From an optimization exercise on the open Yosys and OpenROAD flow, aimed at small area and a short achievable clock period; shortcuts taken in it are not production practice. Only simulation tests tie the RTL to the original design; equivalence was not proved. The flow treats the clock pin as an ideal source, which a real chip does not have.

**flow/flow/run.sh**
```bash
#!/bin/bash
# The standard ORFS layout with these changes:
#  - synthesis maps the logic with an area-oriented ABC script (flow/abc_area_map.script);
#    everything else in synthesis is synth_recipe.tcl unchanged;
#  - the port buffers are sky130_fd_sc_hd__buf_2 instead of the default delay buffer;
#  - the clock tree is built from clkbuf_4 with larger sink clusters and no dummy loads.
set -euo pipefail
here=$(pwd)
export SETUP_SLACK_MARGIN=9.9
export BUFFER_PORTS_ARGS="-buffer_cell sky130_fd_sc_hd__buf_2"
export CTS_ARGS="-sink_clustering_enable -repair_clock_nets -dont_use_dummy_load -buf_list sky130_fd_sc_hd__clkbuf_4 -sink_clustering_size 32 -sink_clustering_max_diameter 200"
export MY_ABC_SCRIPT=$here/flow/abc_area_map.script
export FLOW_SYNTH_TCL=$here/synth_recipe.tcl
sed "s#SYNTH_SCRIPT=[^ ]*#SYNTH_SCRIPT=$here/flow/synth.tcl#" standard.sh > own_standard.sh
bash own_standard.sh > standard.log 2>&1
```
**flow/flow/abc_area_map.script**
```
strash
dch
amap
```
**flow/flow/synth.tcl**
```tcl
# The standard synthesis (synth_recipe.tcl), with only the final ABC mapping
# run from the script in $MY_ABC_SCRIPT (area-oriented mapping).
proc abc {args} {
  set i [lsearch -exact $args -script]
  if {$i >= 0 && [info exists ::env(MY_ABC_SCRIPT)]} {
    lset args [expr {$i + 1}] $::env(MY_ABC_SCRIPT)
  }
  yosys abc {*}$args
}
source $::env(FLOW_SYNTH_TCL)
```
**flow/standard.sh**
```bash
#!/bin/bash
# synth_recipe.tcl (not shown) runs the flow's synth.tcl, then flattens the netlist and writes it again
# the make line also repeats each setting of config.mk as NAME=value (left out here)
make -C /OpenROAD-flow-scripts/flow DESIGN_CONFIG=/design/flow/config.mk WORK_HOME=/design/flow/orfs CLKGATE_MAP_FILE= SYNTH_SCRIPT=/design/flow/synth_recipe.tcl "${@:-finish}"
```
**flow/config.mk**
```make
export PLATFORM = sky130hd
export DESIGN_NAME = zad4
export DESIGN_NICKNAME = zad4
export VERILOG_FILES = /design/flow/design.v
export SDC_FILE = /design/flow/constraint.sdc
export NUM_CORES = 4
export LEC_CHECK = 0
export ABC_AREA = 1
export CAP_MARGIN = 20
export CORE_MARGIN = 2
export CORE_UTILIZATION = 40
export SLEW_MARGIN = 20
export SYNTH_HIERARCHICAL = 1
```
**flow/constraint.sdc**
```tcl
create_clock -name core_clock -period 18.0 [get_ports {clk}]
set_input_delay 3.6000 -clock core_clock [delete_from_list [all_inputs] [get_ports {clk}]]
set_output_delay 3.6000 -clock core_clock [all_outputs]
set_load 0.01 [all_outputs]
```
**flow/design.v**
```verilog
module fa_cell(input a, input b, input c, output [1:0] y);
  assign y = {(a & b) | (c & (a ^ b)), a ^ b ^ c};
endmodule
module ha_cell(input a, input b, output [1:0] y);
  assign y = {a & b, a ^ b};
endmodule
module zad4
(input clk,
 input aclr,
 input [9:0] SW,
 output [0:6] HEX3, HEX2, HEX1, HEX0,
 output reg [7:0] LEDR);
  reg [7:0] A, B;
  reg [9:0] PL;     
  reg [6:0] PH;     
  always @(*)
    if (SW[9] && !SW[8]) LEDR = A;
    else if (SW[8] && !SW[9]) LEDR = B;
    else LEDR = 8'b00000000;
  wire [15:0] M;
  wire w1, w2, w3, w4, w5, w6, w7, w8, w9, w10, w11, w12, w13, w14, w15, w16, w17, w18, w19, w20, w21, w22, w23, w24, w25, w26, w27, w28, w29, w30, w31, w32, w33, w34, w35, w36, w37, w38, w39, w40, w41, w42, w43, w44, w45, w46, w47, w48, w49, w50, w51, w52, w53, w54, w55, w56, w57, w58, w59, w60, w61, w62, w63, w64, w65, w66, w67, w68, w69, w70, w71, w72, w73, w74, w75, w76, w77, w78, w79, w80, w81, w82, w83, w84, w85, w86, w87, w88, w89, w90, w91, w92, w93, w94, w95, w96, w97, w98, w99, w100, w101, w102, w103, w104, w105, w106, w107, w108, w109, w110, w111, w112;
  ha_cell add1 ((A[6] & B[0]), (A[5] & B[1]), {w2, w1});
  fa_cell add2 ((A[7] & B[0]), (A[6] & B[1]), (A[5] & B[2]), {w4, w3});
  ha_cell add3 ((A[4] & B[3]), (A[3] & B[4]), {w6, w5});
  fa_cell add4 ((A[7] & B[1]), (A[6] & B[2]), (A[5] & B[3]), {w8, w7});
  ha_cell add5 ((A[4] & B[4]), (A[3] & B[5]), {w10, w9});
  fa_cell add6 ((A[7] & B[2]), (A[6] & B[3]), (A[5] & B[4]), {w12, w11});
  ha_cell add7 ((A[4] & B[0]), (A[3] & B[1]), {w14, w13});
  fa_cell add8 ((A[5] & B[0]), (A[4] & B[1]), (A[3] & B[2]), {w16, w15});
  ha_cell add9 ((A[2] & B[3]), (A[1] & B[4]), {w18, w17});
  fa_cell add10 (w1, (A[4] & B[2]), (A[3] & B[3]), {w20, w19});
  fa_cell add11 ((A[2] & B[4]), (A[1] & B[5]), (A[0] & B[6]), {w22, w21});
  fa_cell add12 (w2, w3, w5, {w24, w23});
  fa_cell add13 ((A[2] & B[5]), (A[1] & B[6]), (A[0] & B[7]), {w26, w25});
  fa_cell add14 (w4, w6, w7, {w28, w27});
  fa_cell add15 (w9, (A[2] & B[6]), (A[1] & B[7]), {w30, w29});
  fa_cell add16 (w8, w10, w11, {w32, w31});
  fa_cell add17 ((A[4] & B[5]), (A[3] & B[6]), (A[2] & B[7]), {w34, w33});
  fa_cell add18 (w12, (A[7] & B[3]), (A[6] & B[4]), {w36, w35});
  fa_cell add19 ((A[5] & B[5]), (A[4] & B[6]), (A[3] & B[7]), {w38, w37});
  fa_cell add20 ((A[7] & B[4]), (A[6] & B[5]), (A[5] & B[6]), {w40, w39});
  ha_cell add21 ((A[3] & B[0]), (A[2] & B[1]), {w42, w41});
  fa_cell add22 (w13, (A[2] & B[2]), (A[1] & B[3]), {w44, w43});
  fa_cell add23 (w14, w15, w17, {w46, w45});
  fa_cell add24 (w16, w18, w19, {w48, w47});
  fa_cell add25 (w20, w22, w23, {w50, w49});
  fa_cell add26 (w24, w26, w27, {w52, w51});
  fa_cell add27 (w28, w30, w31, {w54, w53});
  fa_cell add28 (w32, w34, w35, {w56, w55});
  fa_cell add29 (w36, w38, w39, {w58, w57});
  fa_cell add30 (w40, (A[7] & B[5]), (A[6] & B[6]), {w60, w59});
  ha_cell add31 ((A[2] & B[0]), (A[1] & B[1]), {w62, w61});
  fa_cell add32 (w41, (A[1] & B[2]), (A[0] & B[3]), {w64, w63});
  fa_cell add33 (w42, w43, (A[0] & B[4]), {w66, w65});
  fa_cell add34 (w44, w45, (A[0] & B[5]), {w68, w67});
  fa_cell add35 (w46, w47, w21, {w70, w69});
  fa_cell add36 (w48, w49, w25, {w72, w71});
  fa_cell add37 (w50, w51, w29, {w74, w73});
  fa_cell add38 (w52, w53, w33, {w76, w75});
  fa_cell add39 (w54, w55, w37, {w78, w77});
  fa_cell add40 (w56, w57, (A[4] & B[7]), {w80, w79});
  fa_cell add41 (w58, w59, (A[5] & B[7]), {w82, w81});
  fa_cell add42 (w60, (A[7] & B[6]), (A[6] & B[7]), {w84, w83});
  ha_cell add43 ((A[1] & B[0]), (A[0] & B[1]), {w86, w85});
  fa_cell add44 (w61, (A[0] & B[2]), w86, {w88, w87});
  fa_cell add45 (w62, w63, w88, {w90, w89});
  fa_cell add46 (w64, w65, w90, {w92, w91});
  fa_cell add47 (w66, w67, w92, {w94, w93});
  fa_cell add48 (w68, w69, w94, {w96, w95});
  fa_cell add49 (w70, w71, w96, {w98, w97});
  fa_cell add50 (w72, w73, w98, {w100, w99});
  fa_cell add51 (w74, w75, w100, {w102, w101});
  fa_cell add52 (w76, w77, w102, {w104, w103});
  fa_cell add53 (w78, w79, w104, {w106, w105});
  fa_cell add54 (w80, w81, w106, {w108, w107});
  fa_cell add55 (w82, w83, w108, {w110, w109});
  fa_cell add56 (w84, (A[7] & B[7]), w110, {w112, w111});
  assign M = {w112, w111, w109, w107, w105, w103, w101, w99, w97, w95, w93, w91, w89, w87, w85, (A[0] & B[0])};
  function [3:0] dcell(input [3:0] x);
    dcell = {~((~x[1]) | (x[0] & x[2] & ~x[3]) | (~x[0] & x[3])),
             (x[1] & ~x[3]) | (~x[0] & ~x[1] & x[2]) | (x[0] & x[1]),
             (x[0] & ~x[3]) | (~x[0] & x[2]),
             ~((~x[0] & ~x[1]) | (~x[2]))};
  endfunction
  function [2:0] qbin(input [2:0] x);
    qbin = {(x[1] & ~x[2]),
            (x[2]),
            ~((~x[0]) | (x[1] & ~x[2]))};
  endfunction
  reg [7:0] hg;
  reg [3:0] h0, h1;
  reg [6:0] hd;
  integer m;
  always @(*) begin
    hg = 8'd0;
    for (m = 15; m >= 10; m = m - 1) begin
      h0 = dcell(hg[3:0]);
      h1 = dcell(hg[7:4]);
      hg = {h1[3:1], h0[0], h0[3:1], M[m]};
    end
    hd = hg[6:0];
  end
  always @(posedge clk, negedge aclr)
    if (~aclr) begin
      A <= 8'd0; B <= 8'd0; PL <= 10'd0; PH <= 7'd0;
    end else begin
      if (SW[9]) A <= SW[7:0];
      if (SW[8]) B <= SW[7:0];
      PL <= M[9:0];
      PH <= {hd[6:4], hd[3:0]};
    end
  reg [15:0] dg;
  reg [3:0] u0, u1, u2, u3;
  integer k;
  always @(*) begin
    dg = {8'd0, PH[6], PH};
    for (k = 9; k >= 0; k = k - 1) begin
      u0 = dcell(dg[3:0]);
      u1 = dcell(dg[7:4]);
      u2 = dcell(dg[11:8]);
      u3 = dcell(dg[15:12]);
      dg = {u3[3:1], u2[0], u2[3:1], u1[0], u1[3:1], u0[0], u0[3:1], PL[k]};
    end
  end
  assign HEX0 = {3'b000, qbin(dg[3:1]), dg[0]};
  assign HEX1 = {3'b000, qbin(dg[7:5]), dg[4]};
  assign HEX2 = {3'b000, qbin(dg[11:9]), dg[8]};
  assign HEX3 = {3'b000, qbin(dg[15:13]), dg[12]};
endmodule
```
==> metrics.cfg, run 1 <==
[floorplan]
initial_core_util = 0.411
num_rows = 35
die_area_um2 = 10300
ios = 48
fp.dieW_um = 101
fp.dieH_um = 101
placeableCoreArea_um2 = 9240

[setup_path]
rrSetupSlack_ns = 10.38
critPathLaunch = SW[8]
cp-end-kind = output pin
rr_endpoint = PH[3]
r2r_cells = 22
setup.worst_path.start_class = primary input
crit_arrival_ns = 4.45
cp_max_fo = 10
reg2reg_from = A[3]
crit_type = primary input to output pin
required_ns = 14.40

[final_layout]
drive_gt1_frac = 0.297
final_cell_mix = 109 x nor2_1, 48 x fa_1, 36 x clkinv_1, 35 x buf_2, 29 x dfrtp_1
antenna_cells = 0
layout_commonest_cell = nor2_1
area_growth_pct = 25.6
fin_nets = 605

[sta]
timing.fmax_ghz = 0.124
slew_viol_final = 0
hold_viol = 0
setup_violations = 0
fin_tns_setup_ns = 0
relSlewSlack = 0.501
finalClockSkew_ns = 0.0355
tightest_slew_ns = 0.748
min_period_over_period = 0.447
rsz0062_at_grt = yes
min_period_ns = 8.05

[synth]
syn_inst = 479
synth-seq-area-share = 0.218
ys_types = 28
synth_flop_cell = dfrtp_1
yosys_warnings = 7
async_reset_ff_frac = 1.00
synth_top_cells_by_area = fa_1 25%, dfrtp_1 22%, nor2_1 13%
ys_ff_latch = 33
synth_area_um2 = 3800
synth.avg_cell_area_um2 = 7.93
synth_top_area_frac = 0.253
yosysTopAreaCell = fa_1
synth-edff-count = 0

[clock_tree]
htreeDepth = 2
cts_root_buffer = clkbuf_4
postCtsHoldBufs = 0
cts_tree = yes
clockBufferDepth = 2
clk_pin_slew_ns = 0.10
clk_latency_ns = 0.35
cts_made_buffers = 5
cts_sinks = 33

[min_path]
min_delay_path_depth = 2
min_path_type = register to register
whs_endpoint = PL[0]
hold_start = A[0]

[drt]
initialDrtViolationCount = 95
dr.pass1.iters = 4
drc = 0
wl_um = 8130
routedWlPerCell_um = 12.3
antenna_left = 0
vias = 3438
vias_per_cell = 5.20

[place]
place_congestion = 0.845
portBuffers = 35
dpl.hpwl_um = 5900

[status]
outcome = complete, no violations

[global_routing]
grt_util_met2 = 0.296
grt_pass1_wl_um = 13400
busiest_layer = met2
globalRouteMet1Util = 0.195
grt_max_degree = 34
grt_pass1_vias = 3179
track_usage = 0.161
use_met3 = 0.0166
grt_overflow = 0
antenna_found_initial = 0

[job]
drv_cap = 0

-- logic make-up (layout without fill, tap and decap cells) --
family | count (synthesis) | after routing | share of synthesized area
flip-flops | 33 | 33 | 0.218
buffers and inverters | 64 | 106 | 0.0761
other | 1 | 12 | 0.000988
AO/OA/AOI/OAI | 145 | 145 | 0.234
AND/OR/NAND/NOR | 177 | 177 | 0.182
adder cells (fa/ha/maj) | 59 | 59 | 0.289
-- metal layers --
| layer | wire (um) | share of wire |
|---|---|---|
| met5 | 0 | 0 |
| met4 | 164 | 0.020 |
| met3 | 243 | 0.030 |
| met2 | 4170 | 0.51 |
| met1 | 3560 | 0.44 |
-- per-module statistics from Yosys (local to each module, per instance) --
module,times used,cell area [um^2],cells
fa_cell,48,20.0,1
zad4,1,2740,423
ha_cell,8,12.5,1
-- cell type report --
type	count	area [um^2]
Clock buffer	5	37.5
Fill cell	874	4470
Inverter	51	196
Multi-Input combinational cell	393	3250
Sequential cell	33	831
Tap cell	129	161
Timing Repair Buffer	50	288
-- registers in the layout, indices dropped and copies added, names as in the netlist --
signal  count
A           8
PL         10
B           8
PH          7
-- synth_stat cells, types with 2 or more instances --
library cell and number:
o31a_1 5, nand2_1 31, o21bai_1 7, ha_1 11, o221a_1 2, nor2_1 135, buf_4 13, a31oi_1 7
fa_1 48, o21a_1 14, clkinv_1 51, a21oi_1 23, o22ai_1 30, or2_0 5, o21ai_0 45, dfrtp_1 33
nor2b_1 2, o31ai_1 7
-- timing repair --
action / 4_1_cts / 5_1_grt
resized for setup: 13 / 158
setup endpoints to repair: 16 / 23
buffers inserted: 1 / 14
pin swaps: 1 / 30
-- how the worst max path moves through the flow --
stage,slack [ns],depth (start not counted),end
after floorplan,10.28,3,LEDR[0]
after global placement,9.91,5,LEDR[5]
after detailed placement,9.81,5,LEDR[0]
after CTS,9.87,20,HEX2[5]
after global routing,9.76,24,HEX2[5]
final,9.95,5,LEDR[3]
-- worst max-delay path: stages --
cell and delay (ns):
buf_2 0.22, clkinvlp_4 0.19, nand2_2 0.17, o22ai_1 0.10, buf_2 0.16
-- metrics by stage --
step	instances	area, um^2	util	hold slack, ns	worst slack (ns)
2_1_floorplan	490	3840	-	0.565	10.28
3_3_place_gp	641	4080	0.441	0.645	9.91
3_5_place_dp	641	4080	0.441	0.656	9.81
4_1_cts	647	4150	0.449	0.652	9.87
5_1_grt	661	4770	0.516	0.711	9.76
6_report	661	4770	0.516	0.659	9.95
==> run 2, diff against run 1 <==
--- a/flow/flow/run.sh
+++ b/flow/flow/run.sh
@@ -7,5 +7,4 @@
 set -euo pipefail
 here=$(pwd)
-export SETUP_SLACK_MARGIN=9.9
 export BUFFER_PORTS_ARGS="-buffer_cell sky130_fd_sc_hd__buf_2"
 export CTS_ARGS="-sink_clustering_enable -repair_clock_nets -dont_use_dummy_load -buf_list sky130_fd_sc_hd__clkbuf_4 -sink_clustering_size 32 -sink_clustering_max_diameter 200"
==> run 2 against run 1 <==
  * Area after synthesis unchanged
  * Count of clock-buffer cells in the layout unchanged
  * Sequential share of layout area increased by 2.6 points
  * Flip-flop and latch count unchanged
  * Wire length decreased by 9.1%
  * Non-clock buffer count decreased by 15
  * Critical path depth increased by 16
  * Critical path type is now register to output pin
  * Largest cell class unchanged
==> metrics.cfg, run 2 <==
[status]
outcome = complete, no violations

[sta]
tightest_slew_ns = 0.739  ; -0.00840 ns
slew_viol_final = 0  ; unchanged
timing.fmax_ghz = 0.121  ; -2.8%
whs_ns = 0.656  ; -0.00309 ns
finalClockSkew_ns = 0.0324  ; -0.00310 ns
min_period_ns = 8.28  ; +0.235 ns
hold_viol = 0  ; unchanged
setup_violations = 0  ; unchanged
min_period_over_period = 0.460  ; +0.0131
rsz0062_at_grt = no
relSlewSlack = 0.507  ; +0.00560
fin_tns_setup_ns = 0  ; unchanged

[clock_tree]
cts_made_buffers = 5  ; unchanged
htreeDepth = 2  ; unchanged
clk_pin_slew_ns = 0.10  ; about the same
cts_root_buffer = clkbuf_4
cts_sinks = 33  ; unchanged
postCtsSetupBuffers = 0  ; -1
cts_tree = yes
clockBufferDepth = 2  ; unchanged
clk_latency_ns = 0.35  ; about the same
postCtsHoldBufs = 0  ; unchanged
cts_resized = 0  ; -13

[synth]
ys_types = 28  ; unchanged
synth-seq-area-share = 0.218  ; unchanged
synth_top_area_frac = 0.253  ; unchanged
synth_flop_cell = dfrtp_1
async_reset_ff_frac = 1.00  ; unchanged
synth-edff-count = 0  ; unchanged
yosys-top-cells-count = 135 x nor2_1, 51 x clkinv_1, 48 x fa_1
yosys_warnings = 7  ; unchanged
synth.avg_cell_area_um2 = 7.93  ; unchanged
syn_inst = 479  ; unchanged
yosysTopAreaCell = fa_1
synth_top_cells_by_area = fa_1 25%, dfrtp_1 22%, nor2_1 13%
synth_area_um2 = 3800  ; unchanged
synth.most_common_cell = nor2_1
ys_ff_latch = 33  ; unchanged

[final_layout]
largest_register_ff_count = 10  ; unchanged
reg_top3 = PL x10, A x8, B x8
fillers = 944  ; +8.0%
layout_commonest_cell = nor2_1
final_cell_mix = 135 x nor2_1, 51 x clkinv_1, 48 x fa_1, 45 x o21ai_0, 35 x buf_2
drive_gt1_frac = 0.0774  ; -0.220
fin_nets = 590  ; -2.5%
final_util = 0.445  ; -0.0707
area_growth_pct = 8.37
antenna_cells = 0  ; unchanged
top_register = PL
multi_input_area_um2 = 2720  ; -16%
seqCellArea_um2 = 826  ; -0.60%

[floorplan]
fp.dieH_um = 101  ; unchanged
die_area_um2 = 10300  ; unchanged
num_rows = 35  ; unchanged
fp.dieW_um = 101  ; unchanged
initial_core_util = 0.411  ; unchanged
placeableCoreArea_um2 = 9240  ; unchanged
ios = 48  ; unchanged

[global_routing]
grt_pass1_vias = 3169  ; -0.31%
grt_max_degree = 34  ; unchanged
grt_overflow = 0  ; unchanged
grt_pass1_wl_um = 13400  ; -0.25%
antenna_found_initial = 0  ; unchanged
track_usage = 0.161  ; -0.000293

[setup_path]
rr_endpoint = PH[3]
cp-end-kind = output pin
cp_max_fo = 6  ; -4
required_ns = 14.40  ; about the same
rrSetupSlack_ns = 10.44  ; +0.06 ns
crit_arrival_ns = 4.68  ; +0.23 ns
r2r_cells = 22  ; unchanged
crit_type = register to output pin
critPathLaunch = PH[4]
setup.worst_path.start_class = register
reg2reg_from = A[3]

[drt]
initialDrtViolationCount = 122  ; +28%
vias_per_cell = 5.12  ; -1.6%
dr.pass1.iters = 4  ; unchanged
wl_um = 7390  ; -9.1%
drc = 0  ; unchanged
antenna_left = 0  ; unchanged
vias = 3305  ; -3.9%
routedWlPerCell_um = 11.4  ; -7.0%

[job]
drv_cap = 0  ; unchanged

[min_path]
min_delay_path_depth = 2  ; unchanged
min_path_type = register to register
hold_start = A[0]
whs_endpoint = PL[0]

[place]
portBuffers = 35  ; unchanged
dpl.hpwl_um = 5900  ; unchanged
place_congestion = 0.845  ; unchanged

[run 2: cell counts after synthesis]
Identical to the previous run, type by type.
[run 2: worst max-delay path: stages, from the launching register on]
cell and delay, ns:
dfrtp_1 0.40, o21ai_0 0.44, o22ai_1 0.21, o21ai_0 0.28, o21a_1 0.18, o21ai_0 0.11
o21ai_0 0.25, o31a_1 0.22, nor2b_1 0.08, a21oi_1 0.26, o21ai_0 0.19, o31ai_1 0.32
clkinv_1 0.14, nor2_1 0.27, o21ai_0 0.17, o31a_1 0.15, or2_0 0.25, nor2_1 0.09
nor2_1 0.05, nor2_1 0.12, a21oi_1 0.05, buf_2 0.14
[run 2: stage by stage]
stage               worst slack (ns)  area, um^2  instances
floorplan                      10.28        3840        490
global route                    9.00        4110        646
global placement                9.91        4080        641
CTS                             9.64        4110        646
finish                          9.72        4110        646
detailed placement              9.81        4080        641
[run 2: cell families (layout without fill, tap and decap cells)]
logic type               Yosys count  after routing  synth area share
AND/OR/NAND/NOR                  177            177             0.182
adder cells (fa/ha/maj)           59             59             0.289
other                              1             12          0.000988
AO/OA/AOI/OAI                    145            145             0.234
buffers and inverters             64             91            0.0761
flip-flops                        33             33             0.218
[run 2: per-layer routing]
metal  vias to the layer above  share of wire  track usage
li1                       1695              -            -
met1                      1547           0.45        0.192
met2                        57           0.50        0.294
met3                         6          0.039       0.0221
met4                         0          0.013       0.0572
met5                         -              0            0
[run 2: worst max-delay path by stage]
stage / endpoint / slack (ns)
6_report: HEX2[5] / 9.72
5_1_grt: HEX2[5] / 9.00
4_1_cts: HEX2[5] / 9.64
3_5_place_dp: LEDR[0] / 9.81
3_3_place_gp: LEDR[5] / 9.91
2_1_floorplan: LEDR[0] / 10.28
[run 2: cell type report]
cell class                      instances  area share
Clock buffer                            5     0.00912
Inverter                               51      0.0465
Multi-Input combinational cell        393       0.662
Sequential cell                        33       0.201
Tap cell                              129      0.0392
Timing Repair Buffer                   35      0.0426
[run 2: modules after synthesis (local to each module, per instance)]
module | times used | area [um^2] | flops+latches | cells inside
zad4 | 1 | 2740 | 33 | 423
fa_cell | 48 | 20.0 | 0 | 1
ha_cell | 8 | 12.5 | 0 | 1
==> run 3, diff against run 2 <==
--- a/flow/design.v
+++ b/flow/design.v
@@ -12,6 +12,6 @@
  output reg [7:0] LEDR);
   reg [7:0] A, B;
-  reg [9:0] PL;     
-  reg [6:0] PH;     
+  reg [8:0] PL;     
+  reg [8:0] PH;     
   always @(*)
     if (SW[9] && !SW[8]) LEDR = A;
@@ -88,25 +88,26 @@
             ~((~x[0]) | (x[1] & ~x[2]))};
   endfunction
-  reg [7:0] hg;
-  reg [3:0] h0, h1;
-  reg [6:0] hd;
+  reg [11:0] hg;
+  reg [3:0] h0, h1, h2;
+  reg [8:0] hd;
   integer m;
   always @(*) begin
-    hg = 8'd0;
-    for (m = 15; m >= 10; m = m - 1) begin
+    hg = 12'd0;
+    for (m = 15; m >= 9; m = m - 1) begin
       h0 = dcell(hg[3:0]);
       h1 = dcell(hg[7:4]);
-      hg = {h1[3:1], h0[0], h0[3:1], M[m]};
+      h2 = dcell(hg[11:8]);
+      hg = {h2[3:1], h1[0], h1[3:1], h0[0], h0[3:1], M[m]};
     end
-    hd = hg[6:0];
+    hd = hg[8:0];
   end
   always @(posedge clk, negedge aclr)
     if (~aclr) begin
-      A <= 8'd0; B <= 8'd0; PL <= 10'd0; PH <= 7'd0;
+      A <= 8'd0; B <= 8'd0; PL <= 9'd0; PH <= 9'd0;
     end else begin
       if (SW[9]) A <= SW[7:0];
       if (SW[8]) B <= SW[7:0];
-      PL <= M[9:0];
-      PH <= {hd[6:4], hd[3:0]};
+      PL <= M[8:0];
+      PH <= hd;
     end
   reg [15:0] dg;
@@ -114,6 +115,6 @@
   integer k;
   always @(*) begin
-    dg = {8'd0, PH[6], PH};
-    for (k = 9; k >= 0; k = k - 1) begin
+    dg = {7'd0, PH};
+    for (k = 8; k >= 0; k = k - 1) begin
       u0 = dcell(dg[3:0]);
       u1 = dcell(dg[7:4]);
==> run 3 against run 2 <==
  * Still clean
  * Cell area is 0.43% higher
  * Non-clock buffer count unchanged
  * Synthesized cell count up 0.21%
  * Register-to-register slack lost 0.54 ns
  * Maximum frequency increased by 0.41%
  * Final cell count increased by 0.15%
  * Area after synthesis up 0.46%
  * Via count increased by 0.54%
  * Global-route usage decreased by 0.24 points
  * Utilization is 0.19 points higher
  * Sequential share of layout area rose by 0.52 points
  * Critical path type is now primary input to output pin
==> metrics.cfg, run 3 <==
[final_layout]
drive_gt1_frac = 0.0772  ; -0.000149
area_growth_pct = 8.33  ; about the same
layout_commonest_cell = nor2_1
fin_nets = 589  ; -0.17%
antenna_cells = 0  ; unchanged
reg_top3 = PH x9, PL x9
final_cell_mix = 138 x nor2_1, 52 x clkinv_1, 48 x o21ai_0, 48 x fa_1, 35 x buf_2
final_util = 0.447  ; +0.00190

[floorplan]
num_rows = 35  ; unchanged
die_area_um2 = 10300  ; +0.43%
fp.dieH_um = 102  ; +0.22%
placeableCoreArea_um2 = 9240  ; unchanged
ios = 48  ; unchanged
fp.dieW_um = 102  ; +0.22%
initial_core_util = 0.413  ; +0.00190

[setup_path]
setup.worst_path.start_class = primary input
crit_arrival_ns = 4.65  ; -0.03 ns
r2r_cells = 25  ; +14%
cp_max_fo = 10  ; +4
cp-end-kind = output pin
critPathSlowestCell = nand2_1
required_ns = 14.40  ; about the same
crit_cells = 5  ; -76%
cp_common_cell = buf_2
path_buf_inv = 3  ; +1
max_stage_delay_ns = 0.29  ; -0.15 ns
path_delay_family = buffers and inverters
crit_type = primary input to output pin
worstPathCellList = buf_2 > clkinv_1 > nand2_1 > o22ai_1 > buf_2

[drt]
dr.pass1.iters = 7  ; +3
routedWlPerCell_um = 11.6  ; +1.6%
drc = 0  ; unchanged
antenna_left = 0  ; unchanged
wl_um = 7520  ; +1.8%
initialDrtViolationCount = 80  ; -34%
vias_per_cell = 5.14  ; +0.39%
vias = 3323  ; +0.54%

[synth]
synth-simple-area-share = 0.179  ; -0.00247
synth_compound_area_frac = 0.239  ; +0.00417
synthXorXnorAreaFrac = 0  ; unchanged
synthAdderAreaFrac = 0.281  ; -0.00789
synth-edff-count = 0  ; unchanged
synth.avg_cell_area_um2 = 7.95  ; +0.25%
synth-seq-area-share = 0.223  ; +0.00556
synth_top_cells_by_area = fa_1 25%, dfrtp_1 22%, nor2_1 14%
synthMuxAreaShare = 0  ; unchanged
yosys-top-cells-count = 138 x nor2_1, 52 x clkinv_1, 48 x fa_1, 48 x o21ai_0, 34 x dfrtp_1
synth_top_family_by_area = adder cells
synth_flop_cell = dfrtp_1
async_reset_ff_frac = 1.00  ; unchanged
yosys_warnings = 7  ; unchanged
synth.most_common_cell = nor2_1
syn_inst = 480  ; +0.21%
synth_area_um2 = 3810  ; +0.46%
ys_types = 24  ; -14%
synth_top_area_frac = 0.252  ; -0.00116
ys_ff_latch = 34  ; +3.0%
yosysTopAreaCell = fa_1

[global_routing]
grt_pass1_wl_um = 13300  ; -0.57%
grt_max_degree = 35  ; +2.9%
track_usage = 0.158  ; -0.00241
grt_overflow = 0  ; unchanged
grt_pass1_vias = 3201  ; +1.0%
antenna_found_initial = 0  ; unchanged

[clock_tree]
cts_made_buffers = 5  ; unchanged
htreeDepth = 2  ; unchanged
cts_root_buffer = clkbuf_4
clk_pin_slew_ns = 0.10  ; about the same
postCtsSetupBuffers = 0  ; unchanged
cts_sinks = 34  ; +3.0%
cts_resized = 0  ; unchanged
clk_latency_ns = 0.33  ; -0.02 ns
cts_tree = yes
clockBufferDepth = 2  ; unchanged
postCtsHoldBufs = 0  ; unchanged

[sta]
timing.fmax_ghz = 0.121  ; +0.41%
slew_viol_final = 0  ; unchanged
fin_tns_setup_ns = 0  ; unchanged
rsz0062_at_grt = no
setup_violations = 0  ; unchanged
hold_viol = 0  ; unchanged
min_period_over_period = 0.458  ; -0.00189
relSlewSlack = 0.480  ; -0.0269
tightest_slew_ns = 0.780  ; +0.0404 ns
finalClockSkew_ns = 0.0287  ; -0.00375 ns
min_period_ns = 8.25  ; -0.0339 ns

[min_path]
min_delay_path_depth = 2  ; unchanged
min_path_type = register to register

[place]
portBuffers = 35  ; unchanged
place_congestion = 0.863  ; +2.1%
dpl.hpwl_um = 6010  ; +1.9%

[job]
drv_cap = 0  ; unchanged

[status]
outcome = complete, no violations

## run 3: worst paths after layout
check / from / slack, ns / endpoint
worst max-delay path: SW[9] / 9.75 / LEDR[6]
worst min-delay path: B[0] / 0.64 / PL[0]
worst max register to register: A[4] / 9.90 / PH[2]
worst min register to register: B[0] / 0.64 / PL[0]
max in group asynchronous: aclr / 14.15 / PH[2]
min in group asynchronous: aclr / 3.33 / A[6]
## run 3: routing by layer
layer / GRT usage / share of wire / wire length [um]
met1: 0.194 / 0.46 / 3490
met2: 0.294 / 0.51 / 3810
met3: 0.0200 / 0.026 / 194
met4: 0.0374 / 0.0048 / 36
met5: 0 / 0 / 0
## run 3: cells by family after synthesis
logic type	count (synthesis)
other	1
AND/OR/NAND/NOR	177
AO/OA/AOI/OAI	146
flip-flops	34
adder cells (fa/ha/maj)	57
buffers and inverters	65
## run 3: per-module statistics from Yosys, one instance, submodules excluded
| module | cell area, um^2 | cells | times used | flops+latches |
|---|---|---|---|---|
| fa_cell | 20.0 | 1 | 48 | 0 |
| ha_cell | 12.5 | 1 | 8 | 0 |
| zad4 | 2750 | 424 | 1 | 34 |
## run 3: per-stage QoR
step	std cells	hold WS, ns	worst slack (ns)	instance area (um^2)
final	647	0.638	9.75	4130
after global routing	647	0.671	9.43	4130
after CTS	647	0.635	9.78	4130
after detailed placement	642	0.637	9.79	4090
after global placement	642	0.642	9.90	4090
after floorplan	491	0.564	10.28	3850
## run 3: cell type report
type                            instances  area [um^2]
Fill cell                             918         5110
Multi-Input combinational cell        392         2710
Sequential cell                        34          851
Inverter                               52          195
Timing Repair Buffer                   35          175
Tap cell                              129          161
Clock buffer                            5         37.5
## run 3: worst reg2reg max path, stage by stage (launching register included)
cell and delay, ns:
dfrtp_1 0.35, clkinv_1 0.27, nor2_1 0.20, ha_1 0.27
fa_1 0.58, fa_1 0.44, fa_1 0.42, fa_1 0.39
fa_1 0.39, fa_1 0.39, fa_1 0.39, fa_1 0.39
fa_1 0.39, fa_1 0.40, fa_1 0.40, fa_1 0.39
fa_1 0.45, nor2_1 0.16, clkinv_1 0.09, o21ai_0 0.24
clkinv_1 0.13, o22ai_1 0.19, o21ai_0 0.15, o21bai_1 0.19
o21ai_0 0.21, o31ai_1 0.10
==> run 4, diff against run 3 <==
--- a/flow/flow/run.sh
+++ b/flow/flow/run.sh
@@ -7,5 +7,6 @@
 set -euo pipefail
 here=$(pwd)
-export BUFFER_PORTS_ARGS="-buffer_cell sky130_fd_sc_hd__buf_2"
+export SKIP_REPAIR_TIE_FANOUT=1
+export BUFFER_PORTS_ARGS="-buffer_cell sky130_fd_sc_hd__buf_1"
 export CTS_ARGS="-sink_clustering_enable -repair_clock_nets -dont_use_dummy_load -buf_list sky130_fd_sc_hd__clkbuf_4 -sink_clustering_size 32 -sink_clustering_max_diameter 200"
 export MY_ABC_SCRIPT=$here/flow/abc_area_map.script
==> run 4 against run 3 <==
  * Still clean on timing, DRC and antenna
  * Flip-flop and latch count did not move
  * Sequential share of layout area grew 0.43 points
  * Die area is the same
  * Worst setup slack got worse by 0.23 ns
  * Clock skew rose by 0.0082 ns
  * Count of clock-buffer cells in the layout unchanged
  * First-iteration DRC count is 10% higher
==> metrics.cfg, run 4 <==
[synth]
synth.avg_cell_area_um2 = 7.95  ; unchanged
yosysTopAreaCell = fa_1
yosys-top-cells-count = 138 x nor2_1, 52 x clkinv_1, 48 x fa_1, 48 x o21ai_0, 34 x dfrtp_1
synth-seq-area-share = 0.223  ; unchanged
synth_flop_cell = dfrtp_1
syn_inst = 480  ; unchanged
ys_ff_latch = 34  ; unchanged
synth.most_common_cell = nor2_1
async_reset_ff_frac = 1.00  ; unchanged
synth_top_area_frac = 0.252  ; unchanged
synth_area_um2 = 3810  ; unchanged
ys_types = 24  ; unchanged
yosys_warnings = 7  ; unchanged
synth-edff-count = 0  ; unchanged
synth_top_cells_by_area = fa_1 25%, dfrtp_1 22%, nor2_1 14%

[setup_path]
crit_arrival_ns = 4.88  ; +0.23 ns
path_delay_family = buffers and inverters
required_ns = 14.40  ; about the same
setup.worst_path.start_class = primary input
max_stage_delay_ns = 0.34  ; +0.05 ns
cp_max_fo = 10  ; unchanged
critPathSlowestCell = clkinv_1
worstPathCellList = buf_1 > clkinv_1 > nand2_1 > o22ai_1 > buf_1
crit_type = primary input to output pin
path_buf_inv = 3  ; unchanged
cp-end-kind = output pin
cp_common_cell = buf_1

[final_layout]
area_growth_pct = 6.14
final_cell_mix = 138 x nor2_1, 52 x clkinv_1, 48 x o21ai_0, 48 x fa_1
fillers = 955  ; +4.0%
fin_nets = 578  ; -1.9%
layout_commonest_cell = nor2_1
reg_top3 = PH x9, PL x9
fin_cells = 636  ; -1.7%
drive_gt1_frac = 0.0118  ; -0.0654
antenna_cells = 0  ; unchanged

[floorplan]
fp.dieW_um = 102  ; unchanged
fp.dieH_um = 102  ; unchanged
initial_core_util = 0.413  ; unchanged
die_area_um2 = 10300  ; unchanged
placeableCoreArea_um2 = 9240  ; unchanged
ios = 48  ; unchanged
num_rows = 35  ; unchanged

[sta]
fin_tns_setup_ns = 0  ; unchanged
timing.fmax_ghz = 0.118  ; -2.8%
slew_viol_final = 0  ; unchanged
setup_violations = 0  ; unchanged
relSlewSlack = 0.439  ; -0.0414
tightest_slew_ns = 0.842  ; +0.0621 ns
min_period_over_period = 0.471  ; +0.0130
finalClockSkew_ns = 0.0368  ; +0.00815 ns
whs_ns = 0.660  ; +0.0221 ns
rsz0062_at_grt = no
min_period_ns = 8.48  ; +0.234 ns
hold_viol = 0  ; unchanged

[global_routing]
globalRouteMet1Util = 0.205  ; +0.0110
grt_util_met2 = 0.292  ; -0.00152
track_usage = 0.161  ; +0.00284
antenna_found_initial = 0  ; unchanged
grt_overflow = 0  ; unchanged
grt_max_degree = 35  ; unchanged
use_met3 = 0.0179  ; -0.00207
grt_pass1_vias = 3146  ; -1.7%
grt_pass1_wl_um = 13600  ; +2.6%
busiest_layer = met2

[clock_tree]
htreeDepth = 2  ; unchanged
cts_tree = yes
cts_made_buffers = 5  ; unchanged
cts_resized = 0  ; unchanged
cts_root_buffer = clkbuf_4
clockBufferDepth = 2  ; unchanged
clk_pin_slew_ns = 0.10  ; about the same
cts_sinks = 34  ; unchanged
postCtsHoldBufs = 0  ; unchanged
clk_latency_ns = 0.34  ; about the same
postCtsSetupBuffers = 0  ; unchanged

[status]
outcome = complete, no violations

[drt]
vias = 3333  ; +0.30%
drc = 0  ; unchanged
initialDrtViolationCount = 88  ; +10%
antenna_left = 0  ; unchanged
dr.pass1.iters = 4  ; -3
vias_per_cell = 5.24  ; +2.0%
routedWlPerCell_um = 12.2  ; +5.0%
wl_um = 7770  ; +3.2%

[place]
dpl.hpwl_um = 6180  ; +2.9%
place_congestion = 0.855  ; -0.93%
post-place-cells = 631  ; -1.7%
portBuffers = 35  ; unchanged

[job]
drv_cap = 0  ; unchanged

[min_path]
min_path_type = register to register

[run 4: per-stage QoR]
stage	cell area [um^2]	utilization	setup slack, ns
floorplan	3810	-	10.28
global placement	4010	0.434	9.70
detailed placement	4010	0.434	9.58
CTS	4050	0.438	9.58
global route	4050	0.438	9.22
finish	4050	0.438	9.52
[run 4: Yosys stat by module (local to each module, per instance)]
module / times used / flops+latches / cell area (um^2) / cells inside
fa_cell: 48 / 0 / 20.0 / 1
ha_cell: 8 / 0 / 12.5 / 1
zad4: 1 / 34 / 2750 / 424
[run 4: worst min-delay path, stage by stage, from the launching register on]
cell      delay, ns
dfrtp_1        0.37
clkinv_1       0.19
nor2_1         0.06
[run 4: per-layer routing]
metal / wire, um / vias to the layer above
met5: 0 / -
met4: 93 / 0
met3: 199 / 7
met2: 3960 / 50
met1: 3510 / 1599
li1: - / 1677
[run 4: logic make-up (layout without fill, tap and decap cells)]
logic type | after synthesis | in the layout | synth area share
simple gates | 177 | 177 | 0.179
buf+inv | 65 | 92 | 0.0768
other cells | 1 | 1 | 0.000983
flops | 34 | 34 | 0.223
fa+ha+maj | 57 | 57 | 0.281
compound gates | 146 | 146 | 0.239
[run 4: layout make-up]
type | instances | area [um^2] | share of cell area
Multi-Input combinational cell | 381 | 2670 | 0.660
Tap cell | 129 | 161 | 0.0399
Sequential cell | 34 | 851 | 0.210
Timing Repair Buffer | 35 | 133 | 0.0328
Clock buffer | 5 | 37.5 | 0.00927
Inverter | 52 | 195 | 0.0482
[run 4: worst paths after layout]
| path | startpoint | to | slack (ns) | cells after the start |
|---|---|---|---|---|
| max | SW[8] | LEDR[5] | 9.52 | 5 |
| min | A[0] | PL[0] | 0.66 | 2 |
| max reg2reg | A[4] | PH[2] | 9.76 | 25 |
| min reg2reg | A[0] | PL[0] | 0.66 | 2 |
| max in group asynchronous | aclr | PH[1] | 14.10 | 1 |
| min in group asynchronous | aclr | B[6] | 3.34 | 1 |
==> run 5, diff against run 4 <==
==> flow/flow/run.sh (replaced) <==
#!/bin/bash
# The standard ORFS layout with these changes:
#  - synthesis maps the logic with an area-oriented ABC script (flow/abc_area_map.script);
#    everything else in synthesis is synth_recipe.tcl unchanged;
#  - the port buffers are sky130_fd_sc_hd__buf_2 instead of the default delay buffer;
#  - the clock tree is built from clkbuf_8 with larger sink clusters and no dummy loads.
#  - one tie cell drives all constant outputs (no tie fanout repair).
set -euo pipefail
here=$(pwd)
export SKIP_REPAIR_TIE_FANOUT=1
export BUFFER_PORTS_ARGS="-buffer_cell sky130_fd_sc_hd__buf_2"
export CTS_ARGS="-sink_clustering_enable -repair_clock_nets -dont_use_dummy_load -buf_list sky130_fd_sc_hd__clkbuf_8 -sink_clustering_size 32 -sink_clustering_max_diameter 200"
export MY_ABC_SCRIPT=$here/flow/abc_area_map.script
export FLOW_SYNTH_TCL=$here/synth_recipe.tcl
sed "s#SYNTH_SCRIPT=[^ ]*#SYNTH_SCRIPT=$here/flow/synth.tcl#" standard.sh > own_standard.sh
bash own_standard.sh > standard.log 2>&1
==> run 5 against run 4 <==
  * Non-clock buffer count stayed put
  * First-iteration DRC count down 10%
  * Critical path depth stayed put
  * Synthesized cell count unchanged
  * Global-route usage is 0.24 points higher
==> metrics.cfg, run 5 <==
[status]
outcome = complete, no violations

[synth]
yosysTopAreaCell = fa_1
yosys_warnings = 7  ; unchanged
synth.avg_cell_area_um2 = 7.95  ; unchanged
synth_area_um2 = 3810  ; unchanged
async_reset_ff_frac = 1.00  ; unchanged
synth_top_area_frac = 0.252  ; unchanged
synth-edff-count = 0  ; unchanged
ys_ff_latch = 34  ; unchanged
synth-seq-area-share = 0.223  ; unchanged
yosys-top-cells-count = 138 x nor2_1, 52 x clkinv_1, 48 x fa_1, 48 x o21ai_0, 34 x dfrtp_1
synth_top_cells_by_area = fa_1 25%, dfrtp_1 22%, nor2_1 14%
syn_inst = 480  ; unchanged
synth_flop_cell = dfrtp_1
synth.most_common_cell = nor2_1
ys_types = 24  ; unchanged

[sta]
relSlewSlack = 0.479  ; +0.0402
min_period_over_period = 0.456  ; -0.0147
fin_tns_setup_ns = 0  ; unchanged
tightest_slew_ns = 0.782  ; -0.0603 ns
rsz0062_at_grt = no
min_period_ns = 8.22  ; -0.265 ns
timing.fmax_ghz = 0.122  ; +3.2%
finalClockSkew_ns = 0.0194  ; -0.0174 ns
whs_ns = 0.648  ; -0.0115 ns
slew_viol_final = 0  ; unchanged
hold_viol = 0  ; unchanged
setup_slack_ns = 9.78  ; +0.265 ns
setup_violations = 0  ; unchanged

[setup_path]
cp-end-kind = output pin
required_ns = 14.40  ; about the same
crit_type = primary input to output pin
setup.worst_path.start_class = primary input
rrSetupSlack_ns = 9.85  ; +0.09 ns
crit_arrival_ns = 4.62  ; -0.26 ns
cp_max_fo = 10  ; unchanged

[place]
place_congestion = 0.859  ; +0.48%
post-place-cells = 631  ; unchanged
dp_worst_setup_slack_ns = 9.81  ; +0.223 ns
portBuffers = 35  ; unchanged
dpl_cell_area_um2 = 4050  ; +1.1%
dpl.hpwl_um = 6100  ; -1.3%

[floorplan]
die_area_um2 = 10300  ; unchanged
placeableCoreArea_um2 = 9240  ; unchanged
num_rows = 35  ; unchanged
fp.dieH_um = 102  ; unchanged
fp.dieW_um = 102  ; unchanged
ios = 48  ; unchanged
initial_core_util = 0.413  ; unchanged

[clock_tree]
cts_made_buffers = 5  ; unchanged
clk_pin_slew_ns = 0.06  ; -0.04 ns
cts_root_buffer = clkbuf_8
cts_resized = 0  ; unchanged
postCtsHoldBufs = 0  ; unchanged
cts_sinks = 34  ; unchanged
clockBufferDepth = 2  ; unchanged
postCtsSetupBuffers = 0  ; unchanged
htreeDepth = 2  ; unchanged
cts_tree = yes
clk_latency_ns = 0.29  ; -0.05 ns

[min_path]
min_path_type = register to register

[drt]
vias_per_cell = 5.20  ; -0.81%
wl_um = 7640  ; -1.7%
antenna_left = 0  ; unchanged
vias = 3306  ; -0.81%
initialDrtViolationCount = 79  ; -10%
drc = 0  ; unchanged
dr.pass1.iters = 4  ; unchanged
routedWlPerCell_um = 12.0  ; -1.7%

[global_routing]
grt_overflow = 0  ; unchanged
antenna_found_initial = 0  ; unchanged
track_usage = 0.163  ; +0.00236
grt_pass1_wl_um = 13800  ; +1.4%
grt_max_degree = 35  ; unchanged
grt_pass1_vias = 3235  ; +2.8%

[final_layout]
seqCellArea_um2 = 851  ; unchanged
fin_cells = 636  ; unchanged
reg_top3 = PH x9, PL x9
final_cell_mix = 138 x nor2_1, 52 x clkinv_1, 48 x o21ai_0, 48 x fa_1, 35 x buf_2
fin_nets = 578  ; unchanged
area_growth_pct = 8.07
finalInstanceArea_um2 = 4120  ; +1.8%
multi_input_area_um2 = 2670  ; unchanged
antenna_cells = 0  ; unchanged
fillers = 953  ; -0.21%
layout_commonest_cell = nor2_1
drive_gt1_frac = 0.0789  ; +0.0671

[job]
drv_cap = 0  ; unchanged

-- run 5: cell types whose count changed in the layout (fill, tap and decap cells not counted), sizes merged --
cell    before  now
clkbuf       6    5
buf         34   35
-- run 5: critical path, cell delays in order --
cell      delay, ns
buf_2          0.19
clkinv_1       0.25
nand2_1        0.30
o22ai_1        0.12
buf_2          0.16
-- run 5: modules after synthesis, one instance, submodules excluded --
| module | area (um^2) | cells | copies in the design |
|---|---|---|---|
| fa_cell | 20.0 | 1 | 48 |
| zad4 | 2750 | 424 | 1 |
| ha_cell | 12.5 | 1 | 8 |
-- run 5: final cells by class --
type | instances | share of cell area
clock buffer | 5 | 0.0167
inverter | 52 | 0.0474
multi-input combinational | 381 | 0.648
sequential | 34 | 0.206
tap | 129 | 0.0392
timing repair buffer | 35 | 0.0425
-- run 5: worst paths after layout --
check                      start  endpoint  depth (start not counted)
setup reg to reg            A[4]     PH[2]                         25
min in group asynchronous   aclr      B[7]                          1
hold / removal              A[0]     PL[0]                          2
setup / recovery           SW[9]   LEDR[6]                          5
hold reg to reg             A[0]     PL[0]                          2
max in group asynchronous   aclr     PH[2]                          1
-- run 5: per-layer routing --
metal	wire, um	up-vias	track usage
li1	-	1673	-
met1	3480	1583	0.208
met2	3870	45	0.303
met3	221	5	0.0131
met4	59	0	0.0343
met5	0	-	0
-- run 5: cell families after synthesis --
group / count (synthesis) / share of synthesized area
DFF: 34 / 0.223
buffers and inverters: 65 / 0.0768
other: 1 / 0.000983
and+or+nand+nor: 177 / 0.179
AOI/OAI and AO/OA: 146 / 0.239
adders and majority gates: 57 / 0.281
-- run 5: stage by stage --
step / utilization
after floorplan: -
after global placement: 0.439
after detailed placement: 0.439
after CTS: 0.446
after global routing: 0.446
final: 0.446
==> run 6, diff against run 5 <==
==> flow/flow/run.sh (replaced) <==
#!/bin/bash
# The standard ORFS layout with these changes:
#  - synthesis maps the logic with an area-oriented ABC script (flow/abc_area_map.script);
#    everything else in synthesis is synth_recipe.tcl unchanged;
#  - the port buffers are sky130_fd_sc_hd__buf_2 instead of the default delay buffer;
#  - the clock: before CTS, flow/manual_clk.tcl splits the registers into two groups by x
#    and drives each group from one clkbuf_8 at its centroid, fed by the clk port;
#    CTS then finds no net left to build a tree for;
#  - one tie cell drives all constant outputs (no tie fanout repair).
set -euo pipefail
here=$(pwd)
export SKIP_REPAIR_TIE_FANOUT=1
export BUFFER_PORTS_ARGS="-buffer_cell sky130_fd_sc_hd__buf_2"
export PRE_CTS_TCL=$here/flow/manual_clk.tcl
export MANUAL_CLK_BUF=sky130_fd_sc_hd__clkbuf_8
export MANUAL_CLK_GROUPS=2
export CTS_ARGS="-sink_clustering_enable -repair_clock_nets -dont_use_dummy_load -buf_list sky130_fd_sc_hd__clkbuf_8 -clk_nets clk"
export MY_ABC_SCRIPT=$here/flow/abc_area_map.script
export FLOW_SYNTH_TCL=$here/synth_recipe.tcl
sed "s#SYNTH_SCRIPT=[^ ]*#SYNTH_SCRIPT=$here/flow/synth.tcl#" standard.sh > own_standard.sh
bash own_standard.sh > standard.log 2>&1
==> flow/flow/manual_clk.tcl (new file) <==
# Clock distribution for a design with a few dozen registers: the register clock
# pins are split into $::env(MANUAL_CLK_GROUPS) groups by x position, and each group
# is driven by one $::env(MANUAL_CLK_BUF) placed at the group's centroid, itself
# driven by the clk port. CTS then finds no net left to build a tree for.
set block [ord::get_db_block]
set clknet [$block findNet clk]
set master [[ord::get_db] findMaster $::env(MANUAL_CLK_BUF)]
set ngroups $::env(MANUAL_CLK_GROUPS)
set pins {}
foreach it [$clknet getITerms] {
  set bb [[$it getInst] getBBox]
  lappend pins [list [expr {([$bb xMin] + [$bb xMax]) / 2}] [expr {([$bb yMin] + [$bb yMax]) / 2}] $it]
}
set pins [lsort -integer -index 0 $pins]
set n [llength $pins]
for {set g 0} {$g < $ngroups} {incr g} {
  set lo [expr {$g * $n / $ngroups}]
  set hi [expr {($g + 1) * $n / $ngroups - 1}]
  set inst [odb::dbInst_create $block $master clkbuf_manual_$g]
  set net [odb::dbNet_create $block clknet_manual_$g]
  $net setSigType CLOCK
  set sx 0; set sy 0
  foreach p [lrange $pins $lo $hi] {
    lassign $p x y it
    set sx [expr {$sx + $x}]; set sy [expr {$sy + $y}]
    $it disconnect
    $it connect $net
  }
  set k [expr {$hi - $lo + 1}]
  [$inst findITerm A] connect $clknet
  [$inst findITerm X] connect $net
  $inst setLocation [expr {$sx / $k}] [expr {$sy / $k}]
  $inst setPlacementStatus PLACED
  puts "manual clock buffer $g ([$master getName]) drives $k clock pins"
}
==> run 6 against run 5 <==
  * Flip-flop and latch count is the same
  * Maximum frequency is essentially flat
  * Die area is the same
  * Wire length shrank 0.13%
  * Global-route usage is essentially flat
  * Highest routed layer unchanged
  * Area after synthesis is the same
  * Critical path depth is the same
  * Worst setup slack gained 0.0019 ns
==> metrics.cfg, run 6 <==
[status]
outcome = complete, no violations

[final_layout]
drive_gt1_frac = 0.0789  ; unchanged
area_growth_pct = 8.07  ; unchanged
reg_top3 = PH x9, PL x9
fillers = 951  ; -0.21%
final_cell_mix = 138 x nor2_1, 52 x clkinv_1, 48 x o21ai_0, 48 x fa_1, 35 x buf_2
final_util = 0.446  ; unchanged
layout_commonest_cell = nor2_1
antenna_cells = 0  ; unchanged
fin_nets = 578  ; unchanged

[setup_path]
worstPathCellList = buf_2 > clkinv_1 > nand2_1 > o22ai_1 > buf_2
path_delay_family = buffers and inverters
path_buf_inv = 3  ; unchanged
rrSetupSlack_ns = 9.85  ; about the same
reg2reg_from = A[4]
crit_type = primary input to output pin
cp_max_fo = 10  ; unchanged
crit_arrival_ns = 4.61  ; about the same
r2r_cells = 25  ; unchanged
setup.worst_path.start_class = primary input
rr_endpoint = PH[2]
critPathSlowestCell = nand2_1
max_stage_delay_ns = 0.30  ; about the same
required_ns = 14.40  ; about the same
cp-end-kind = output pin
cp_common_cell = buf_2
crit_cells = 5  ; unchanged

[drt]
dr.pass1.iters = 4  ; unchanged
vias = 3316  ; +0.30%
antenna_left = 0  ; unchanged
initialDrtViolationCount = 92  ; +16%
routedWlPerCell_um = 12.0  ; -0.13%
drc = 0  ; unchanged
wl_um = 7630  ; -0.13%
vias_per_cell = 5.21  ; +0.30%

[synth]
async_reset_ff_frac = 1.00  ; unchanged
synth_top_area_frac = 0.252  ; unchanged
ys_types = 24  ; unchanged
synth_flop_cell = dfrtp_1
synth.most_common_cell = nor2_1
synth-edff-count = 0  ; unchanged
synth_area_um2 = 3810  ; unchanged
synth-seq-area-share = 0.223  ; unchanged
syn_inst = 480  ; unchanged
synth_top_cells_by_area = fa_1 25%, dfrtp_1 22%, nor2_1 14%
yosys-top-cells-count = 138 x nor2_1, 52 x clkinv_1, 48 x fa_1, 48 x o21ai_0, 34 x dfrtp_1
yosysTopAreaCell = fa_1
ys_ff_latch = 34  ; unchanged
synth.avg_cell_area_um2 = 7.95  ; unchanged
yosys_warnings = 7  ; unchanged

[clock_tree]
clk_latency_ns = 0.40  ; +0.11 ns
postCtsHoldBufs = 0  ; unchanged
postCtsSetupBuffers = 0  ; unchanged
cts_tree = yes
clk_pin_slew_ns = 0.12  ; +0.06 ns
cts_resized = 0  ; unchanged
cts_made_buffers = 3  ; -2

[sta]
setup_violations = 0  ; unchanged
fin_tns_setup_ns = 0  ; unchanged
relSlewSlack = 0.475  ; -0.00368
hold_viol = 0  ; unchanged
finalClockSkew_ns = 0.0128  ; -0.00666 ns
min_period_ns = 8.21  ; -0.00190 ns
slew_viol_final = 0  ; unchanged
tightest_slew_ns = 0.787  ; +0.00552 ns
rsz0062_at_grt = no
min_period_over_period = 0.456  ; about the same
timing.fmax_ghz = 0.122  ; about the same

[floorplan]
ios = 48  ; unchanged
initial_core_util = 0.413  ; unchanged
fp.dieW_um = 102  ; unchanged
fp.dieH_um = 102  ; unchanged
num_rows = 35  ; unchanged
placeableCoreArea_um2 = 9240  ; unchanged
die_area_um2 = 10300  ; unchanged

[global_routing]
grt_max_degree = 35  ; unchanged
track_usage = 0.163  ; -0.000438
grt_overflow = 0  ; unchanged
antenna_found_initial = 0  ; unchanged
grt_pass1_wl_um = 13800  ; -0.25%
grt_pass1_vias = 3256  ; +0.65%

[place]
place_congestion = 0.859  ; unchanged
dpl.hpwl_um = 6100  ; unchanged
portBuffers = 35  ; unchanged

[min_path]
min_delay_path_depth = 2  ; unchanged
min_path_type = register to register
whs_endpoint = PL[0]
hold_start = A[0]

[job]
drv_cap = 0  ; unchanged

-- run 6: cell counts in the layout (fill, tap and decap cells not counted) --
Identical to the previous run, type by type.
-- run 6: how the worst max path moves through the flow --
stage          startpoint       to  slack (ns)
2_1_floorplan       SW[9]  LEDR[0]       10.28
3_3_place_gp        SW[9]  LEDR[6]        9.89
3_5_place_dp        SW[9]  LEDR[6]        9.81
4_1_cts              A[4]    PH[2]        9.80
5_1_grt             PH[4]  HEX2[5]        9.17
6_report            SW[9]  LEDR[6]        9.79
-- run 6: cells by family (layout without fill, tap and decap cells) --
family / count (synthesis) / after routing / synth area share
simple gates: 177 / 177 / 0.179
compound gates: 146 / 146 / 0.239
buf+inv: 65 / 92 / 0.0768
fa+ha+maj: 57 / 57 / 0.281
flops: 34 / 34 / 0.223
other cells: 1 / 1 / 0.000983
-- run 6: area by class of cell, clock buffers not listed --
type / instances / area, um^2 / share of cell area
sequential: 34 / 851 / 0.206
buffer: 2 / 27.5 / 0.00668
inverter: 52 / 195 / 0.0474
tap: 129 / 161 / 0.0392
multi-input combinational: 381 / 2670 / 0.648
timing repair buffer: 35 / 175 / 0.0425
-- run 6: layer usage --
metal | wire length [um] | vias to the layer above | track usage
met1 | 3450 | 1596 | 0.206
met3 | 210 | 6 | 0.0179
li1 | - | 1671 | -
met2 | 3890 | 43 | 0.298
met4 | 76 | 0 | 0.0374
met5 | 0 | - | 0
-- run 6: worst min-delay path: stages, from the launching register on --
cell and delay (ns):
dfrtp_1 0.38, clkinv_1 0.19, nor2_1 0.06
-- run 6: per-module statistics from Yosys (local to each module, per instance) --
module | area [um^2] | copies in the design | cells | flip-flops and latches
ha_cell | 12.5 | 8 | 1 | 0
zad4 | 2750 | 1 | 424 | 34
fa_cell | 20.0 | 48 | 1 | 0
-- run 6: metrics by stage --
stage                     area (um^2)  setup slack (ns)  std cells  hold slack (ns)
after global placement           4050              9.89        631            0.654
after global routing             4120              9.17        636            0.741
after CTS                        4120              9.80        636            0.677
after floorplan                  3810             10.28        480            0.564
after detailed placement         4050              9.81        631            0.648
final                            4120              9.79        636            0.677
==> run 7, diff against run 6 <==
--- a/flow/flow/run.sh
+++ b/flow/flow/run.sh
@@ -13,6 +13,6 @@
 export BUFFER_PORTS_ARGS="-buffer_cell sky130_fd_sc_hd__buf_2"
 export PRE_CTS_TCL=$here/flow/manual_clk.tcl
-export MANUAL_CLK_BUF=sky130_fd_sc_hd__clkbuf_8
-export MANUAL_CLK_GROUPS=2
+export MANUAL_CLK_BUF=sky130_fd_sc_hd__clkbuf_16
+export MANUAL_CLK_GROUPS=1
 export CTS_ARGS="-sink_clustering_enable -repair_clock_nets -dont_use_dummy_load -buf_list sky130_fd_sc_hd__clkbuf_8 -clk_nets clk"
 export MY_ABC_SCRIPT=$here/flow/abc_area_map.script
--- a/flow/config.mk
+++ b/flow/config.mk
@@ -9,5 +9,5 @@
 export CAP_MARGIN = 20
 export CORE_MARGIN = 2
-export CORE_UTILIZATION = 40
+export CORE_UTILIZATION = 60
 export SLEW_MARGIN = 20
 export SYNTH_HIERARCHICAL = 1
==> run 7 against run 6 <==
  * First-iteration DRC count fell by 22%
  * Area after synthesis unchanged
  * Maximum frequency grew 0.75%
  * Critical path type unchanged
==> metrics.cfg, run 7 <==
[synth]
synth_area_um2 = 3810  ; unchanged
async_reset_ff_frac = 1.00  ; unchanged
synth_compound_area_frac = 0.239  ; unchanged
synthXorXnorAreaFrac = 0  ; unchanged
syn_inst = 480  ; unchanged
ys_types = 24  ; unchanged
synth_top_area_frac = 0.252  ; unchanged
yosys-top-cells-count = 138 x nor2_1, 52 x clkinv_1, 48 x fa_1, 48 x o21ai_0, 34 x dfrtp_1
yosysTopAreaCell = fa_1
synth.avg_cell_area_um2 = 7.95  ; unchanged
synth_top_family_by_area = adder cells
ys_ff_latch = 34  ; unchanged
synth_flop_cell = dfrtp_1
synthAdderAreaFrac = 0.281  ; unchanged
synth-seq-area-share = 0.223  ; unchanged
yosys_warnings = 7  ; unchanged
synth_top_cells_by_area = fa_1 25%, dfrtp_1 22%, nor2_1 14%
synth.most_common_cell = nor2_1
synth-simple-area-share = 0.179  ; unchanged
synth-edff-count = 0  ; unchanged
synthMuxAreaShare = 0  ; unchanged

[setup_path]
rr_endpoint = PH[2]
rrSetupSlack_ns = 9.87  ; +0.02 ns
setup.worst_path.start_class = primary input
reg2reg_from = A[3]
r2r_cells = 25  ; unchanged
required_ns = 14.40  ; about the same
crit_arrival_ns = 4.55  ; -0.06 ns
crit_type = primary input to output pin
cp_max_fo = 10  ; unchanged
cp-end-kind = output pin

[place]
dp_worst_setup_slack_ns = 9.84  ; +0.0379 ns
place_congestion = 0.868  ; +0.94%
portBuffers = 35  ; unchanged
dpl.hpwl_um = 5950  ; -2.5%
dpl_cell_area_um2 = 3990  ; -1.6%

[sta]
min_period_over_period = 0.453  ; -0.00339
slew_viol_final = 0  ; unchanged
relSlewSlack = 0.521  ; +0.0460
finalClockSkew_ns = 0.00256  ; -0.0102 ns
min_period_ns = 8.15  ; -0.0610 ns
setup_violations = 0  ; unchanged
fin_tns_setup_ns = 0  ; unchanged
hold_viol = 0  ; unchanged
setup_slack_ns = 9.85  ; +0.0610 ns
timing.fmax_ghz = 0.123  ; +0.75%
rsz0062_at_grt = no
tightest_slew_ns = 0.718  ; -0.0689 ns

[min_path]
min_path_type = register to register
min_delay_path_depth = 2  ; unchanged
whs_endpoint = PL[0]
hold_start = B[0]

[job]
drv_cap = 0  ; unchanged

[drt]
vias = 3285  ; -0.93%
wl_um = 7320  ; -4.0%
routedWlPerCell_um = 12.6  ; +5.3%
drc = 0  ; unchanged
dr.pass1.iters = 4  ; unchanged
initialDrtViolationCount = 72  ; -22%
antenna_left = 0  ; unchanged
vias_per_cell = 5.66  ; +8.6%

[floorplan]
initial_core_util = 0.611  ; +0.198
fp.dieH_um = 83.7  ; -18%
ios = 48  ; unchanged
num_rows = 29  ; -17%
fp.dieW_um = 83.7  ; -18%
die_area_um2 = 7010  ; -32%
placeableCoreArea_um2 = 6240  ; -32%

[global_routing]
antenna_found_initial = 0  ; unchanged
grt_pass1_vias = 3218  ; -1.2%
grt_overflow = 0  ; unchanged
grt_max_degree = 35  ; unchanged
grt_pass1_wl_um = 13400  ; -3.1%
track_usage = 0.221  ; +0.0585

[clock_tree]
clk_latency_ns = 0.18  ; -0.22 ns
postCtsSetupBuffers = 0  ; unchanged
clk_pin_slew_ns = 0.12  ; about the same
cts_resized = 0  ; unchanged
postCtsHoldBufs = 0  ; unchanged

[final_layout]
layout_commonest_cell = nor2_1
drive_gt1_frac = 0.0716  ; -0.00732
antenna_cells = 0  ; unchanged
final_cell_mix = 138 x nor2_1, 52 x clkinv_1, 48 x o21ai_0, 48 x fa_1, 35 x buf_2
fin_nets = 574  ; -0.69%
fillers = 547  ; -42%
multi_input_area_um2 = 2670  ; unchanged
final_util = 0.643  ; +0.197
area_growth_pct = 5.22
finalInstanceArea_um2 = 4010  ; -2.6%
reg_top3 = PH x9, PL x9
seqCellArea_um2 = 851  ; unchanged

[status]
outcome = complete, no violations

==> run 7: modules after synthesis (local to each module, per instance) <==
module / copies in the design / cell area, um^2 / flops+latches
fa_cell: 48 / 20.0 / 0
zad4: 1 / 2750 / 34
ha_cell: 8 / 12.5 / 0
==> run 7: cells by family (layout without fill, tap and decap cells) <==
family / Yosys count / in the layout
DFF: 34 / 34
adders and majority gates: 57 / 57
and+or+nand+nor: 177 / 177
AOI/OAI and AO/OA: 146 / 146
other: 1 / 1
buffers and inverters: 65 / 88
==> run 7: worst max path at each step <==
stage / slack, ns / from / cells past startpoint / to
global route: 9.37 / A[3] / 25 / PH[2]
floorplan: 10.28 / SW[9] / 3 / LEDR[0]
CTS: 9.86 / A[4] / 25 / PH[2]
finish: 9.85 / SW[8] / 5 / LEDR[0]
global placement: 9.94 / SW[8] / 5 / LEDR[0]
detailed placement: 9.84 / B[1] / 25 / PH[2]
==> run 7: critical path, cell delays in order <==
cell and delay (ns):
buf_2 0.18, clkinv_1 0.24, nand2_1 0.28, o22ai_1 0.11, buf_2 0.15
==> run 7: layout make-up <==
cell class,instances,share of cell area
buffer,1,0.00624
multi-input combinational,381,0.665
tap,77,0.0240
timing repair buffer,35,0.0437
inverter,52,0.0486
sequential,34,0.212
==> run 7: metrics by stage <==
step                std cells  hold slack, ns
global placement          579           0.658
global route              580           0.709
detailed placement        579           0.663
CTS                       580           0.663
floorplan                 480           0.564
finish                    580           0.671
==> run 7: routing by layer <==
layer  track usage  part of all wire
met5             0                 0
met4        0.0176            0.0071
met3       0.00890             0.035
met2         0.428              0.52
met1         0.287              0.44

[what the ideal ports hide]
Ports are ideal in the flow. The routed layouts listed here were re-timed in OpenROAD. Step 1, drivers: a clkbuf_16 drives clk and a buf_2 each remaining input, both assumed. Step 2 times the ports against the registers' clock, not the clock port: input delays grow and output delays shrink by t, the midpoint of the rising clock arrivals with the driver on. Slacks: ideal ports / drivers / drivers and shift; pairs: ideal ports / drivers.
run	t, ns	setup WS [ns]	hold WS [ns]	worst setup path at the end	cell pins on the clock port's net
run 1	0.362	9.955 / 9.935 / 9.935	0.659 / 0.659 / 0.659	input to output	1
run 2	0.358	9.719 / 9.691 / 9.742	0.656 / 0.656 / 0.656	input to output	1
run 3	0.343	9.753 / 9.729 / 9.729	0.638 / 0.638 / 0.638	input to output	1
run 4	0.350	9.519 / 9.498 / 9.498	0.660 / 0.660 / 0.660	input to output	1
run 5	0.307	9.784 / 9.761 / 9.761	0.648 / 0.648 / 0.648	input to output	1
run 6	0.421	9.786 / 9.763 / 9.763	0.677 / 0.677 / 0.677	input to output	1
run 7	0.211	9.847 / 9.819 / 9.819	0.671 / 0.671 / 0.671	input to output	1
After both steps every run listed still meets setup and hold. The setup slack of run 7, which loses most, moves by -0.028 ns with the drivers and by -0.028 ns with both steps.
